Background: an optimization exercise with open tools, aiming at small area, a short achievable clock period and few clock cycles. Do not read the settings as production practice. RTL that was checked went through simulation tests only; none was proved equivalent to the original. The RTL of run 2 was laid out without a check of its function.

==> flow/design.v, too long to show whole: its modules and the start of the top module <==
// module mult32x32_fast_arith: 2160 lines
// module mult32x32_fast_fsm: 16 lines
// module mult32x32_fast: 25 lines
module mult32x32_fast (
    input  logic        clk,
    input  logic        reset,
    input  logic        start,
    input  logic [31:0] a,
    input  logic [31:0] b,
    output logic        busy,
    output logic [63:0] product
);
  // ...
==> flow/flow/run.sh <==
#!/bin/bash
# Layout: the standard flow (standard.sh, its synthesis unchanged), with two changes:
# the ports are buffered with buf_2 cells instead of the delay buffers buffer_ports picks
# by default, and the resizer may swap a cell for one of another footprint.
# make's full output goes to standard_flow.log here; ORFS's per-step logs to orfs/logs/.
set -euo pipefail
bash standard.sh \
  "BUFFER_PORTS_ARGS=-buffer_cell sky130_fd_sc_hd__buf_2" \
  MATCH_CELL_FOOTPRINT=0 \
  finish > standard_flow.log 2>&1
==> flow/standard.sh <==
#!/bin/bash
# synth_recipe.tcl (not shown) runs the flow's synth.tcl, then flattens the netlist and writes it again
# the make line also repeats each setting of config.mk as NAME=value (left out here)
make -C /OpenROAD-flow-scripts/flow DESIGN_CONFIG=/design/flow/config.mk WORK_HOME=/design/flow/orfs CLKGATE_MAP_FILE= SYNTH_SCRIPT=/design/flow/synth_recipe.tcl "${@:-finish}"
==> flow/config.mk <==
export PLATFORM = sky130hd
export DESIGN_NAME = mult32x32_fast
export DESIGN_NICKNAME = mult32x32_fast
export VERILOG_FILES = /design/flow/design.v
export SDC_FILE = /design/flow/constraint.sdc
export NUM_CORES = 4
export LEC_CHECK = 0
export ABC_AREA = 1
export CAP_MARGIN = 20
export CORE_MARGIN = 2
export CORE_UTILIZATION = 40
export PLACE_DENSITY = 0.6
export SETUP_SLACK_MARGIN = 3.5
export SLEW_MARGIN = 20
==> flow/constraint.sdc <==
create_clock -name core_clock -period 12.0 [get_ports {clk}]
set_input_delay 2.4000 -clock core_clock [delete_from_list [all_inputs] [get_ports {clk}]]
set_output_delay 2.4000 -clock core_clock [all_outputs]
set_load 0.01 [all_outputs]
==> results.ini, run 1 <==
[worst_setup_path]
crit_fanout = 18
crit_cells = 28
arrival_ns = 8.41
timing.rr.end = product[58]$_DFFE_PP_
worstSetupStartpoint = b[21]

[place]
placed_area_um2 = 18600

[global_route]
antenna_found_initial = 1
grt_util_met2 = 0.473
grt_max_degree = 65
globalRouteMet3Util = 0.106

[synth]
netlist_area_um2 = 17600
ys_top_cells_by_area = fa_1 (25%), xor2_1 (15%), edfxtp_1 (11%), o22ai_1 (8.0%), inv_1 (6.6%)
synth_xor_area_frac = 0.155
synth_top_family_by_area = adder cells
ys.flop_type = edfxtp_1
synth.top_cell.area_share = 0.251
synthMostInstantiatedCell = inv_1
synth_area_leader_cell = fa_1
synth_edf_count = 64

[sta]
setup_violations = 0
hold_violations = 0

[floorplan]
num_rows = 76
io_pins = 132
start_util = 0.407

[final_layout]
final_cell_mix = inv_1 (309), xor2_1 (294), nand2_1 (272)
sh_seq_area = 0.0992
seq_cells = 65
design_area_um2 = 19600
buffers = 186
multi_input_gates = 1654
fin_cells = 2852

[run_status]
status = no timing/DRC/antenna violations

[job]
drv_cap = 0

[detailed_routing]
vias = 17000
drc_errors = 0
drt-total-wl_um = 71100
drt-met1-wl_um = 28500

[clock_network]
clk_pin_slew_worst_paths_ns = 0.06

Testbench counts, summed over its fixed seeds: cycles 4,808.
==> module mult32x32_fast, before the edit <==
module mult32x32_fast (
    input  logic        clk,
    input  logic        reset,
    input  logic        start,
    input  logic [31:0] a,
    input  logic [31:0] b,
    output logic        busy,
    output logic [63:0] product
);
    logic        sel_hi;      
    logic        top;         
    logic [47:0] r16;
    logic [63:0] s;
    mult32x32_fast_fsm fsm_u (
        .clk(clk), .reset(reset), .start(start), .b_msw_is_0(b[31:16] == 16'd0),
        .busy(busy), .sel_hi(sel_hi)
    );
    assign top   = ~busy & (sel_hi ? b[31] : b[15]);
    assign r16   = busy ? product[47:0] : {16'd0, a & {32{top}}};
    mult32x32_fast_arith arith_u (.a(a), .b(b), .sel(sel_hi), .r16(r16), .s(s));
    always_ff @(posedge clk) begin
        if (start | busy)
            product <= s;
    end
endmodule
==> inputs of run 2 (changes only) <==
--- a/flow/design.v
+++ b/flow/design.v
@@ -1,14 +1,15 @@
 module mult32x32_fast_arith (
     input  logic [31:0] a,
     input  logic [31:0] b,
     input  logic        sel,
     input  logic [47:0] r16,
-    output logic [63:0] s
+    output logic [63:0] r0,
+    output logic [63:0] r1
 );
 logic one0;
 logic two0;
 logic neg0;
 logic onel0;
 logic twol0;
 logic oneh0;
 logic twoh0;
@@ -1074,17 +1075,16 @@
 logic s1011;
 logic c1012;
 logic s1013;
 logic c1014;
 logic s1015;
 logic c1016;
 logic s1017;
 logic c1018;
-logic [63:0] r0, r1;
 assign onel0 = b[0] ^ 1'b0;
 assign twol0 = (b[1] & ~b[0] & ~1'b0) | (~b[1] & b[0] & 1'b0);
 assign oneh0 = b[16] ^ b[15];
 assign twoh0 = (b[17] & ~b[16] & ~b[15]) | (~b[17] & b[16] & b[15]);
 assign one0 = sel ? oneh0 : onel0;
 assign two0 = sel ? twoh0 : twol0;
 assign neg0 = sel ? b[17] : b[1];
 assign pp1 = ((one0 & a[0])) ^ neg0;
@@ -2151,17 +2151,567 @@
 assign s1013 = 1'b1 ^ r16[45];
 assign c1014 = 1'b1 & r16[45];
 assign s1015 = 1'b1 ^ r16[46];
 assign c1016 = 1'b1 & r16[46];
 assign s1017 = 1'b1 ^ r16[47];
 assign c1018 = 1'b1 & r16[47];
 assign r0 = {c1016, c1014, c1012, c1010, c1008, c1006, c1004, c1002, c1000, c998, c996, c994, c992, c990, c988, c985, c982, c979, c976, c973, c970, c967, c964, c961, c958, c955, c952, c949, c946, c943, c940, c937, c934, c931, c928, c925, c922, c919, c916, c913, c910, c907, c904, c901, c898, c895, c892, c889, c886, c883, c880, c877, c874, c871, c868, c865, c862, c859, c856, c854, c852, s851, pp2, neg0};
 assign r1 = {s1017, s1015, s1013, s1011, s1009, s1007, s1005, s1003, s1001, s999, s997, s995, s993, s991, s989, s987, s984, s981, s978, s975, s972, s969, s966, s963, s960, s957, s954, s951, s948, s945, s942, s939, s936, s933, s930, s927, s924, s921, s918, s915, s912, s909, s906, s903, s900, s897, s894, s891, s888, s885, s882, s879, s876, s873, s870, s867, s864, s861, s858, s855, s853, pp35, 1'b0, pp1};
-assign s = r0 + r1;
+endmodule
+module mult32x32_fast_add (
+    input  logic [63:0] u,
+    input  logic [63:0] v,
+    output logic [63:0] y
+);
+logic [63:0] p, g;
+logic G1_1;
+logic G3_2;
+logic P3_2;
+logic G5_3;
+logic P5_3;
+logic G7_4;
+logic P7_4;
+logic G9_5;
+logic P9_5;
+logic G11_6;
+logic P11_6;
+logic G13_7;
+logic P13_7;
+logic G15_8;
+logic P15_8;
+logic G17_9;
+logic P17_9;
+logic G19_10;
+logic P19_10;
+logic G21_11;
+logic P21_11;
+logic G23_12;
+logic P23_12;
+logic G25_13;
+logic P25_13;
+logic G27_14;
+logic P27_14;
+logic G29_15;
+logic P29_15;
+logic G31_16;
+logic P31_16;
+logic G33_17;
+logic P33_17;
+logic G35_18;
+logic P35_18;
+logic G37_19;
+logic P37_19;
+logic G39_20;
+logic P39_20;
+logic G41_21;
+logic P41_21;
+logic G43_22;
+logic P43_22;
+logic G45_23;
+logic P45_23;
+logic G47_24;
+logic P47_24;
+logic G49_25;
+logic P49_25;
+logic G51_26;
+logic P51_26;
+logic G53_27;
+logic P53_27;
+logic G55_28;
+logic P55_28;
+logic G57_29;
+logic P57_29;
+logic G59_30;
+logic P59_30;
+logic G61_31;
+logic P61_31;
+logic G63_32;
+logic P63_32;
+logic G3_33;
+logic P3_33;
+logic G7_34;
+logic P7_34;
+logic G11_35;
+logic P11_35;
+logic G15_36;
+logic P15_36;
+logic G19_37;
+logic P19_37;
+logic G23_38;
+logic P23_38;
+logic G27_39;
+logic P27_39;
+logic G31_40;
+logic P31_40;
+logic G35_41;
+logic P35_41;
+logic G39_42;
+logic P39_42;
+logic G43_43;
+logic P43_43;
+logic G47_44;
+logic P47_44;
+logic G51_45;
+logic P51_45;
+logic G55_46;
+logic P55_46;
+logic G59_47;
+logic P59_47;
+logic G63_48;
+logic P63_48;
+logic G7_49;
+logic P7_49;
+logic G15_50;
+logic P15_50;
+logic G23_51;
+logic P23_51;
+logic G31_52;
+logic P31_52;
+logic G39_53;
+logic P39_53;
+logic G47_54;
+logic P47_54;
+logic G55_55;
+logic P55_55;
+logic G63_56;
+logic P63_56;
+logic G15_57;
+logic P15_57;
+logic G31_58;
+logic P31_58;
+logic G47_59;
+logic P47_59;
+logic G63_60;
+logic P63_60;
+logic G31_61;
+logic P31_61;
+logic G63_62;
+logic P63_62;
+logic G63_63;
+logic P63_63;
+logic G47_64;
+logic P47_64;
+logic G23_65;
+logic P23_65;
+logic G39_66;
+logic P39_66;
+logic G55_67;
+logic P55_67;
+logic G11_68;
+logic P11_68;
+logic G19_69;
+logic P19_69;
+logic G27_70;
+logic P27_70;
+logic G35_71;
+logic P35_71;
+logic G43_72;
+logic P43_72;
+logic G51_73;
+logic P51_73;
+logic G59_74;
+logic P59_74;
+logic G5_75;
+logic P5_75;
+logic G9_76;
+logic P9_76;
+logic G13_77;
+logic P13_77;
+logic G17_78;
+logic P17_78;
+logic G21_79;
+logic P21_79;
+logic G25_80;
+logic P25_80;
+logic G29_81;
+logic P29_81;
+logic G33_82;
+logic P33_82;
+logic G37_83;
+logic P37_83;
+logic G41_84;
+logic P41_84;
+logic G45_85;
+logic P45_85;
+logic G49_86;
+logic P49_86;
+logic G53_87;
+logic P53_87;
+logic G57_88;
+logic P57_88;
+logic G61_89;
+logic P61_89;
+logic G2_90;
+logic P2_90;
+logic G4_91;
+logic P4_91;
+logic G6_92;
+logic P6_92;
+logic G8_93;
+logic P8_93;
+logic G10_94;
+logic P10_94;
+logic G12_95;
+logic P12_95;
+logic G14_96;
+logic P14_96;
+logic G16_97;
+logic P16_97;
+logic G18_98;
+logic P18_98;
+logic G20_99;
+logic P20_99;
+logic G22_100;
+logic P22_100;
+logic G24_101;
+logic P24_101;
+logic G26_102;
+logic P26_102;
+logic G28_103;
+logic P28_103;
+logic G30_104;
+logic P30_104;
+logic G32_105;
+logic P32_105;
+logic G34_106;
+logic P34_106;
+logic G36_107;
+logic P36_107;
+logic G38_108;
+logic P38_108;
+logic G40_109;
+logic P40_109;
+logic G42_110;
+logic P42_110;
+logic G44_111;
+logic P44_111;
+logic G46_112;
+logic P46_112;
+logic G48_113;
+logic P48_113;
+logic G50_114;
+logic P50_114;
+logic G52_115;
+logic P52_115;
+logic G54_116;
+logic P54_116;
+logic G56_117;
+logic P56_117;
+logic G58_118;
+logic P58_118;
+logic G60_119;
+logic P60_119;
+logic G62_120;
+logic P62_120;
+assign p = u ^ v;
+assign g = u & v;
+assign G1_1 = g[1] | (p[1] & g[0]);
+assign G3_2 = g[3] | (p[3] & g[2]);
+assign P3_2 = p[3] & p[2];
+assign G5_3 = g[5] | (p[5] & g[4]);
+assign P5_3 = p[5] & p[4];
+assign G7_4 = g[7] | (p[7] & g[6]);
+assign P7_4 = p[7] & p[6];
+assign G9_5 = g[9] | (p[9] & g[8]);
+assign P9_5 = p[9] & p[8];
+assign G11_6 = g[11] | (p[11] & g[10]);
+assign P11_6 = p[11] & p[10];
+assign G13_7 = g[13] | (p[13] & g[12]);
+assign P13_7 = p[13] & p[12];
+assign G15_8 = g[15] | (p[15] & g[14]);
+assign P15_8 = p[15] & p[14];
+assign G17_9 = g[17] | (p[17] & g[16]);
+assign P17_9 = p[17] & p[16];
+assign G19_10 = g[19] | (p[19] & g[18]);
+assign P19_10 = p[19] & p[18];
+assign G21_11 = g[21] | (p[21] & g[20]);
+assign P21_11 = p[21] & p[20];
+assign G23_12 = g[23] | (p[23] & g[22]);
+assign P23_12 = p[23] & p[22];
+assign G25_13 = g[25] | (p[25] & g[24]);
+assign P25_13 = p[25] & p[24];
+assign G27_14 = g[27] | (p[27] & g[26]);
+assign P27_14 = p[27] & p[26];
+assign G29_15 = g[29] | (p[29] & g[28]);
+assign P29_15 = p[29] & p[28];
+assign G31_16 = g[31] | (p[31] & g[30]);
+assign P31_16 = p[31] & p[30];
+assign G33_17 = g[33] | (p[33] & g[32]);
+assign P33_17 = p[33] & p[32];
+assign G35_18 = g[35] | (p[35] & g[34]);
+assign P35_18 = p[35] & p[34];
+assign G37_19 = g[37] | (p[37] & g[36]);
+assign P37_19 = p[37] & p[36];
+assign G39_20 = g[39] | (p[39] & g[38]);
+assign P39_20 = p[39] & p[38];
+assign G41_21 = g[41] | (p[41] & g[40]);
+assign P41_21 = p[41] & p[40];
+assign G43_22 = g[43] | (p[43] & g[42]);
+assign P43_22 = p[43] & p[42];
+assign G45_23 = g[45] | (p[45] & g[44]);
+assign P45_23 = p[45] & p[44];
+assign G47_24 = g[47] | (p[47] & g[46]);
+assign P47_24 = p[47] & p[46];
+assign G49_25 = g[49] | (p[49] & g[48]);
+assign P49_25 = p[49] & p[48];
+assign G51_26 = g[51] | (p[51] & g[50]);
+assign P51_26 = p[51] & p[50];
+assign G53_27 = g[53] | (p[53] & g[52]);
+assign P53_27 = p[53] & p[52];
+assign G55_28 = g[55] | (p[55] & g[54]);
+assign P55_28 = p[55] & p[54];
+assign G57_29 = g[57] | (p[57] & g[56]);
+assign P57_29 = p[57] & p[56];
+assign G59_30 = g[59] | (p[59] & g[58]);
+assign P59_30 = p[59] & p[58];
+assign G61_31 = g[61] | (p[61] & g[60]);
+assign P61_31 = p[61] & p[60];
+assign G63_32 = g[63] | (p[63] & g[62]);
+assign P63_32 = p[63] & p[62];
+assign G3_33 = G3_2 | (P3_2 & G1_1);
+assign P3_33 = P3_2 & p[1];
+assign G7_34 = G7_4 | (P7_4 & G5_3);
+assign P7_34 = P7_4 & P5_3;
+assign G11_35 = G11_6 | (P11_6 & G9_5);
+assign P11_35 = P11_6 & P9_5;
+assign G15_36 = G15_8 | (P15_8 & G13_7);
+assign P15_36 = P15_8 & P13_7;
+assign G19_37 = G19_10 | (P19_10 & G17_9);
+assign P19_37 = P19_10 & P17_9;
+assign G23_38 = G23_12 | (P23_12 & G21_11);
+assign P23_38 = P23_12 & P21_11;
+assign G27_39 = G27_14 | (P27_14 & G25_13);
+assign P27_39 = P27_14 & P25_13;
+assign G31_40 = G31_16 | (P31_16 & G29_15);
+assign P31_40 = P31_16 & P29_15;
+assign G35_41 = G35_18 | (P35_18 & G33_17);
+assign P35_41 = P35_18 & P33_17;
+assign G39_42 = G39_20 | (P39_20 & G37_19);
+assign P39_42 = P39_20 & P37_19;
+assign G43_43 = G43_22 | (P43_22 & G41_21);
+assign P43_43 = P43_22 & P41_21;
+assign G47_44 = G47_24 | (P47_24 & G45_23);
+assign P47_44 = P47_24 & P45_23;
+assign G51_45 = G51_26 | (P51_26 & G49_25);
+assign P51_45 = P51_26 & P49_25;
+assign G55_46 = G55_28 | (P55_28 & G53_27);
+assign P55_46 = P55_28 & P53_27;
+assign G59_47 = G59_30 | (P59_30 & G57_29);
+assign P59_47 = P59_30 & P57_29;
+assign G63_48 = G63_32 | (P63_32 & G61_31);
+assign P63_48 = P63_32 & P61_31;
+assign G7_49 = G7_34 | (P7_34 & G3_33);
+assign P7_49 = P7_34 & P3_33;
+assign G15_50 = G15_36 | (P15_36 & G11_35);
+assign P15_50 = P15_36 & P11_35;
+assign G23_51 = G23_38 | (P23_38 & G19_37);
+assign P23_51 = P23_38 & P19_37;
+assign G31_52 = G31_40 | (P31_40 & G27_39);
+assign P31_52 = P31_40 & P27_39;
+assign G39_53 = G39_42 | (P39_42 & G35_41);
+assign P39_53 = P39_42 & P35_41;
+assign G47_54 = G47_44 | (P47_44 & G43_43);
+assign P47_54 = P47_44 & P43_43;
+assign G55_55 = G55_46 | (P55_46 & G51_45);
+assign P55_55 = P55_46 & P51_45;
+assign G63_56 = G63_48 | (P63_48 & G59_47);
+assign P63_56 = P63_48 & P59_47;
+assign G15_57 = G15_50 | (P15_50 & G7_49);
+assign P15_57 = P15_50 & P7_49;
+assign G31_58 = G31_52 | (P31_52 & G23_51);
+assign P31_58 = P31_52 & P23_51;
+assign G47_59 = G47_54 | (P47_54 & G39_53);
+assign P47_59 = P47_54 & P39_53;
+assign G63_60 = G63_56 | (P63_56 & G55_55);
+assign P63_60 = P63_56 & P55_55;
+assign G31_61 = G31_58 | (P31_58 & G15_57);
+assign P31_61 = P31_58 & P15_57;
+assign G63_62 = G63_60 | (P63_60 & G47_59);
+assign P63_62 = P63_60 & P47_59;
+assign G63_63 = G63_62 | (P63_62 & G31_61);
+assign P63_63 = P63_62 & P31_61;
+assign G47_64 = G47_59 | (P47_59 & G31_61);
+assign P47_64 = P47_59 & P31_61;
+assign G23_65 = G23_51 | (P23_51 & G15_57);
+assign P23_65 = P23_51 & P15_57;
+assign G39_66 = G39_53 | (P39_53 & G31_61);
+assign P39_66 = P39_53 & P31_61;
+assign G55_67 = G55_55 | (P55_55 & G47_64);
+assign P55_67 = P55_55 & P47_64;
+assign G11_68 = G11_35 | (P11_35 & G7_49);
+assign P11_68 = P11_35 & P7_49;
+assign G19_69 = G19_37 | (P19_37 & G15_57);
+assign P19_69 = P19_37 & P15_57;
+assign G27_70 = G27_39 | (P27_39 & G23_65);
+assign P27_70 = P27_39 & P23_65;
+assign G35_71 = G35_41 | (P35_41 & G31_61);
+assign P35_71 = P35_41 & P31_61;
+assign G43_72 = G43_43 | (P43_43 & G39_66);
+assign P43_72 = P43_43 & P39_66;
+assign G51_73 = G51_45 | (P51_45 & G47_64);
+assign P51_73 = P51_45 & P47_64;
+assign G59_74 = G59_47 | (P59_47 & G55_67);
+assign P59_74 = P59_47 & P55_67;
+assign G5_75 = G5_3 | (P5_3 & G3_33);
+assign P5_75 = P5_3 & P3_33;
+assign G9_76 = G9_5 | (P9_5 & G7_49);
+assign P9_76 = P9_5 & P7_49;
+assign G13_77 = G13_7 | (P13_7 & G11_68);
+assign P13_77 = P13_7 & P11_68;
+assign G17_78 = G17_9 | (P17_9 & G15_57);
+assign P17_78 = P17_9 & P15_57;
+assign G21_79 = G21_11 | (P21_11 & G19_69);
+assign P21_79 = P21_11 & P19_69;
+assign G25_80 = G25_13 | (P25_13 & G23_65);
+assign P25_80 = P25_13 & P23_65;
+assign G29_81 = G29_15 | (P29_15 & G27_70);
+assign P29_81 = P29_15 & P27_70;
+assign G33_82 = G33_17 | (P33_17 & G31_61);
+assign P33_82 = P33_17 & P31_61;
+assign G37_83 = G37_19 | (P37_19 & G35_71);
+assign P37_83 = P37_19 & P35_71;
+assign G41_84 = G41_21 | (P41_21 & G39_66);
+assign P41_84 = P41_21 & P39_66;
+assign G45_85 = G45_23 | (P45_23 & G43_72);
+assign P45_85 = P45_23 & P43_72;
+assign G49_86 = G49_25 | (P49_25 & G47_64);
+assign P49_86 = P49_25 & P47_64;
+assign G53_87 = G53_27 | (P53_27 & G51_73);
+assign P53_87 = P53_27 & P51_73;
+assign G57_88 = G57_29 | (P57_29 & G55_67);
+assign P57_88 = P57_29 & P55_67;
+assign G61_89 = G61_31 | (P61_31 & G59_74);
+assign P61_89 = P61_31 & P59_74;
+assign G2_90 = g[2] | (p[2] & G1_1);
+assign P2_90 = p[2] & p[1];
+assign G4_91 = g[4] | (p[4] & G3_33);
+assign P4_91 = p[4] & P3_33;
+assign G6_92 = g[6] | (p[6] & G5_75);
+assign P6_92 = p[6] & P5_75;
+assign G8_93 = g[8] | (p[8] & G7_49);
+assign P8_93 = p[8] & P7_49;
+assign G10_94 = g[10] | (p[10] & G9_76);
+assign P10_94 = p[10] & P9_76;
+assign G12_95 = g[12] | (p[12] & G11_68);
+assign P12_95 = p[12] & P11_68;
+assign G14_96 = g[14] | (p[14] & G13_77);
+assign P14_96 = p[14] & P13_77;
+assign G16_97 = g[16] | (p[16] & G15_57);
+assign P16_97 = p[16] & P15_57;
+assign G18_98 = g[18] | (p[18] & G17_78);
+assign P18_98 = p[18] & P17_78;
+assign G20_99 = g[20] | (p[20] & G19_69);
+assign P20_99 = p[20] & P19_69;
+assign G22_100 = g[22] | (p[22] & G21_79);
+assign P22_100 = p[22] & P21_79;
+assign G24_101 = g[24] | (p[24] & G23_65);
+assign P24_101 = p[24] & P23_65;
+assign G26_102 = g[26] | (p[26] & G25_80);
+assign P26_102 = p[26] & P25_80;
+assign G28_103 = g[28] | (p[28] & G27_70);
+assign P28_103 = p[28] & P27_70;
+assign G30_104 = g[30] | (p[30] & G29_81);
+assign P30_104 = p[30] & P29_81;
+assign G32_105 = g[32] | (p[32] & G31_61);
+assign P32_105 = p[32] & P31_61;
+assign G34_106 = g[34] | (p[34] & G33_82);
+assign P34_106 = p[34] & P33_82;
+assign G36_107 = g[36] | (p[36] & G35_71);
+assign P36_107 = p[36] & P35_71;
+assign G38_108 = g[38] | (p[38] & G37_83);
+assign P38_108 = p[38] & P37_83;
+assign G40_109 = g[40] | (p[40] & G39_66);
+assign P40_109 = p[40] & P39_66;
+assign G42_110 = g[42] | (p[42] & G41_84);
+assign P42_110 = p[42] & P41_84;
+assign G44_111 = g[44] | (p[44] & G43_72);
+assign P44_111 = p[44] & P43_72;
+assign G46_112 = g[46] | (p[46] & G45_85);
+assign P46_112 = p[46] & P45_85;
+assign G48_113 = g[48] | (p[48] & G47_64);
+assign P48_113 = p[48] & P47_64;
+assign G50_114 = g[50] | (p[50] & G49_86);
+assign P50_114 = p[50] & P49_86;
+assign G52_115 = g[52] | (p[52] & G51_73);
+assign P52_115 = p[52] & P51_73;
+assign G54_116 = g[54] | (p[54] & G53_87);
+assign P54_116 = p[54] & P53_87;
+assign G56_117 = g[56] | (p[56] & G55_67);
+assign P56_117 = p[56] & P55_67;
+assign G58_118 = g[58] | (p[58] & G57_88);
+assign P58_118 = p[58] & P57_88;
+assign G60_119 = g[60] | (p[60] & G59_74);
+assign P60_119 = p[60] & P59_74;
+assign G62_120 = g[62] | (p[62] & G61_89);
+assign P62_120 = p[62] & P61_89;
+assign y[0] = p[0];
+assign y[1] = p[1] ^ g[0];
+assign y[2] = p[2] ^ G1_1;
+assign y[3] = p[3] ^ G2_90;
+assign y[4] = p[4] ^ G3_33;
+assign y[5] = p[5] ^ G4_91;
+assign y[6] = p[6] ^ G5_75;
+assign y[7] = p[7] ^ G6_92;
+assign y[8] = p[8] ^ G7_49;
+assign y[9] = p[9] ^ G8_93;
+assign y[10] = p[10] ^ G9_76;
+assign y[11] = p[11] ^ G10_94;
+assign y[12] = p[12] ^ G11_68;
+assign y[13] = p[13] ^ G12_95;
+assign y[14] = p[14] ^ G13_77;
+assign y[15] = p[15] ^ G14_96;
+assign y[16] = p[16] ^ G15_57;
+assign y[17] = p[17] ^ G16_97;
+assign y[18] = p[18] ^ G17_78;
+assign y[19] = p[19] ^ G18_98;
+assign y[20] = p[20] ^ G19_69;
+assign y[21] = p[21] ^ G20_99;
+assign y[22] = p[22] ^ G21_79;
+assign y[23] = p[23] ^ G22_100;
+assign y[24] = p[24] ^ G23_65;
+assign y[25] = p[25] ^ G24_101;
+assign y[26] = p[26] ^ G25_80;
+assign y[27] = p[27] ^ G26_102;
+assign y[28] = p[28] ^ G27_70;
+assign y[29] = p[29] ^ G28_103;
+assign y[30] = p[30] ^ G29_81;
+assign y[31] = p[31] ^ G30_104;
+assign y[32] = p[32] ^ G31_61;
+assign y[33] = p[33] ^ G32_105;
+assign y[34] = p[34] ^ G33_82;
+assign y[35] = p[35] ^ G34_106;
+assign y[36] = p[36] ^ G35_71;
+assign y[37] = p[37] ^ G36_107;
+assign y[38] = p[38] ^ G37_83;
+assign y[39] = p[39] ^ G38_108;
+assign y[40] = p[40] ^ G39_66;
+assign y[41] = p[41] ^ G40_109;
+assign y[42] = p[42] ^ G41_84;
+assign y[43] = p[43] ^ G42_110;
+assign y[44] = p[44] ^ G43_72;
+assign y[45] = p[45] ^ G44_111;
+assign y[46] = p[46] ^ G45_85;
+assign y[47] = p[47] ^ G46_112;
+assign y[48] = p[48] ^ G47_64;
+assign y[49] = p[49] ^ G48_113;
+assign y[50] = p[50] ^ G49_86;
+assign y[51] = p[51] ^ G50_114;
+assign y[52] = p[52] ^ G51_73;
+assign y[53] = p[53] ^ G52_115;
+assign y[54] = p[54] ^ G53_87;
+assign y[55] = p[55] ^ G54_116;
+assign y[56] = p[56] ^ G55_67;
+assign y[57] = p[57] ^ G56_117;
+assign y[58] = p[58] ^ G57_88;
+assign y[59] = p[59] ^ G58_118;
+assign y[60] = p[60] ^ G59_74;
+assign y[61] = p[61] ^ G60_119;
+assign y[62] = p[62] ^ G61_89;
+assign y[63] = p[63] ^ G62_120;
 endmodule
 module mult32x32_fast_fsm (
     input  logic clk,
     input  logic reset,
     input  logic start,
     input  logic b_msw_is_0,
     output logic busy,
     output logic sel_hi
@@ -2181,21 +2731,25 @@
     input  logic [31:0] a,
     input  logic [31:0] b,
     output logic        busy,
     output logic [63:0] product
 );
     logic        sel_hi;      
     logic        top;         
     logic [47:0] r16;
-    logic [63:0] s;
+    logic [63:0] r0, r1;               
+    logic [63:0] sum_q, carry_q;       
     mult32x32_fast_fsm fsm_u (
         .clk(clk), .reset(reset), .start(start), .b_msw_is_0(b[31:16] == 16'd0),
         .busy(busy), .sel_hi(sel_hi)
     );
     assign top   = ~busy & (sel_hi ? b[31] : b[15]);
     assign r16   = busy ? product[47:0] : {16'd0, a & {32{top}}};
-    mult32x32_fast_arith arith_u (.a(a), .b(b), .sel(sel_hi), .r16(r16), .s(s));
+    mult32x32_fast_arith arith_u (.a(a), .b(b), .sel(sel_hi), .r16(r16), .r0(r0), .r1(r1));
     always_ff @(posedge clk) begin
-        if (start | busy)
-            product <= s;
+        if (start | busy) begin
+            sum_q   <= r0;
+            carry_q <= r1;
+        end
     end
+    mult32x32_fast_add add_u (.u(sum_q), .v(carry_q), .y(product));
 endmodule
--- a/flow/config.mk
+++ b/flow/config.mk
@@ -5,10 +5,10 @@
 export SDC_FILE = /design/flow/constraint.sdc
 export NUM_CORES = 4
 export LEC_CHECK = 0
 export ABC_AREA = 1
 export CAP_MARGIN = 20
 export CORE_MARGIN = 2
 export CORE_UTILIZATION = 40
 export PLACE_DENSITY = 0.6
-export SETUP_SLACK_MARGIN = 3.5
+export SETUP_SLACK_MARGIN = 5
 export SLEW_MARGIN = 20
==> run 2 against run 1 <==
  * Via count increased by 18%
  * Global-route usage decreased by 3.2 points
  * Worst setup slack improved by 1.5 ns
  * Worst hold slack improved by 0.027 ns
  * Sequential share of layout area increased by 7.5 points
  * Flip-flop and latch count increased by 63
  * Critical path type unchanged
==> results.ini, run 2 <==
[sta]
rsz0062_at_grt = false
period_share = 0.564
fmax_mhz = 148
fin_skew_ns = 0.0175
setup_violations = 0  ; unchanged
tightest_slew_ns = 1.05
finalMaxSlewViolations = 0
hold_violations = 0  ; unchanged
max_slew_margin = 0.294
holdWs_ns = 0.790
min_period_ns = 6.76
setup_tns_ns = 0

[synth]
synth_area_per_cell_um2 = 7.01
synthDistinctLibCells = 35
ys_warn_count = 2
synthMuxAreaShare = 0.000550
synth_top_family_by_area = simple AND/OR/NAND/NOR gates
synth_xor_area_frac = 0.0205  ; -0.135
synth_nets = 3326
ys_top_cells_by_area = fa_1 (25%), nand2_1 (22%), edfxtp_1 (19%), nand3_1 (13%), inv_1 (6.2%)
synth-adder-area-share = 0.296
synth-simple-area-share = 0.357
synthMostInstantiatedCell = nand2_1
ys.flop_type = edfxtp_1
synth_compound_area_frac = 0.0291
synth.top_cell.area_share = 0.246  ; -0.00517
async_flop_share = 0.00781
synth_cells = 2925
ys_top_cells_by_count = nand2_1 (1182), nand3_1 (513), inv_1 (338)
yosysSeqAreaShare = 0.187
netlist_area_um2 = 20500  ; +16%
synth_edf_count = 127  ; +98%
synth_area_leader_cell = fa_1
ys_ff_latch = 128

[place]
placed_area_um2 = 21300  ; +15%
hpwl_um = 50200
gp_congestion = 0.889
portBuffers = 131

[worst_setup_path]
crit_path_frequent_cell = fa_1
arrival_ns = 7.01  ; -1.40 ns
path_cells = buf_2 -> inv_1 -> nand2_1 -> nor4_2 -> nand3_1 -> nand2_8 -> nand2_1 -> o21ai_2 -> buf_6 -> nor2_1 -> buf_4 -> clkinvlp_4 -> o22ai_1 -> fa_1 -> inv_1 -> fa_1 -> fa_1 -> fa_1 -> inv_1
crit_fanout = 35  ; +17
crit_required_ns = 12.25
path_class = in2reg
max_stage_delay_ns = 0.59
cpMaxStageDelayCell = fa_1
cp-end-kind = flip-flop
cp-start-kind = primary input

[clock_network]
cts_sinks = 128
clk_pin_slew_worst_paths_ns = 0.07  ; about the same
cts_buffers = 17
clkLatencyLatePin_ns = 0.50
h-tree-depth = 4
clockRootBuffer = clkbuf_16
cts_tree = built
cts_buffer_depth = 2

[final_layout]
top_register = sum_q
design_area_um2 = 22000  ; +12%
seq_area_um2 = 3840
post-route-util = 0.436
syn2layout_area_growth_pct = 7.27
final_cell_mix = nand2_1 (1174), nand3_1 (513), inv_1 (334)
reg_top3 = sum_q (64), carry_q (63), fsm_u.busy (1)
multiInputGateArea_um2 = 14500
finalNetCount = 3312
drive_gt1_frac = 0.0787
nFillCells = 5120
largest_reg_flops = 64
final_common_cell = nand2_1

[detailed_routing]
drc_errors = 0  ; unchanged
drt_iter0_markers = 1999
drt-total-wl_um = 73800  ; +3.7%
post_drt_wl_per_cell_um = 20.5
vias = 20100  ; +18%
detail-route-antenna-nets = 0
first_pass_iters = 7
vias_per_cell = 5.58

[worst_hold_path]
hold_path.class = reg2reg

[global_route]
grt_pass1_wl_um = 114000
grt_pass1_vias = 20200
grt_overflow = 0
grt_usage = 0.284
grt_max_degree = 71  ; +9.2%
antenna_found_initial = 2  ; +1

[floorplan]
fp.dieW_um = 230
io_pins = 132  ; unchanged
start_util = 0.407  ; about the same
num_rows = 82  ; +7.9%
die_y_um = 230
die-area_um2 = 53000
core_um2 = 50400

[run_status]
status = no timing/DRC/antenna violations

[job]
drv_cap = 0  ; unchanged

==> run 2: area by class of cell <==
class,instances,share of cell area
antenna,2,0.000228
clock buffer,17,0.0194
clock inverter,15,0.00740
inverter,348,0.0608
multi-input combinational,2253,0.658
sequential,128,0.175
tap,672,0.0383
timing repair buffer,163,0.0409
==> run 2: repair_timing <==
item / 4_1_cts / 5_1_grt
hold buffers: 0 / 0
gates resized for setup: 1 / 18
buffers inserted: 0 / 3
setup endpoints to repair: 8 / 33
==> run 2: worst paths after layout <==
kind | slack, ns | endpoint | start | cells past startpoint
min in group asynchronous | 1.72 | fsm_u.busy$_DFF_PP0_ | reset | 2
min reg2reg | 0.79 | carry_q[63]$_DFFE_PP_ | sum_q[47]$_DFFE_PP_ | 3
min | 0.79 | carry_q[63]$_DFFE_PP_ | sum_q[47]$_DFFE_PP_ | 3
max in group asynchronous | 10.19 | fsm_u.busy$_DFF_PP0_ | reset | 2
max | 5.24 | carry_q[21]$_DFFE_PP_ | b[29] | 19
max reg2reg | 6.58 | carry_q[35]$_DFFE_PP_ | carry_q[0]$_DFFE_PP_ | 18
==> run 2: routing by layer <==
metal	vias to the layer above	track usage	routed length, µm
li1	9162	-	-
met4	0	0.172	4540
met1	9525	0.334	27700
met3	274	0.0595	6660
met5	-	0	0
met2	1119	0.476	34800
==> run 2: worst max-delay path, delay by kind of cell <==
kind,cells,cell delay (ns)
fa+ha+maj,4,2.03
buf+inv,7,1.17
simple gates,6,1.07
compound gates,2,0.27
==> run 2: kinds of logic after synthesis <==
kind of cell	Yosys count
DFF	128
buffers and inverters	544
AOI/OAI and AO/OA	101
adders and majority gates	334
xor gates and xnor gates	48
and+or+nand+nor	1769
muxes	1
==> run 2: metrics by stage <==
stage	std cells	setup WS [ns]
6_report	3598	5.24
5_1_grt	3596	5.04
4_1_cts	3593	5.08
3_5_place_dp	3561	4.39
3_3_place_gp	3561	4.48
2_1_floorplan	2925	5.91

==> separate check: timing with driven ports <==
How much do the figures lean on ideal ports? The routed layouts below were timed once more, with nothing changed but the port constraints. Step 1 sets driving cells, clkbuf_16 on the clock port and buf_2 on the other inputs (assumed; they add their load-dependent delay and slew). Step 2 also shifts input and output timing later by t, the mid clock arrival at the registers, as if the neighbouring blocks saw the same clock. a / b / c = ideal / step 1 / step 2; a / b = the first two.
run | shift t [ns] | slack for setup (ns) | hold slack, ns | clock arrival spread, ns | pins driven straight from the clock port
run 1 | 0.419 | 3.709 / 3.740 / 3.320 | 0.763 / 0.763 / 0.763 | 0.009 / 0.009 | 1
run 2 | 0.550 | 5.237 / 5.278 / 4.728 | 0.790 / 0.790 / 0.790 | 0.018 / 0.018 | 1
After both steps setup and hold are still met in every run listed. The setup slack of run 2, which loses most, moves by +0.041 ns with the drivers and by -0.509 ns with both steps.
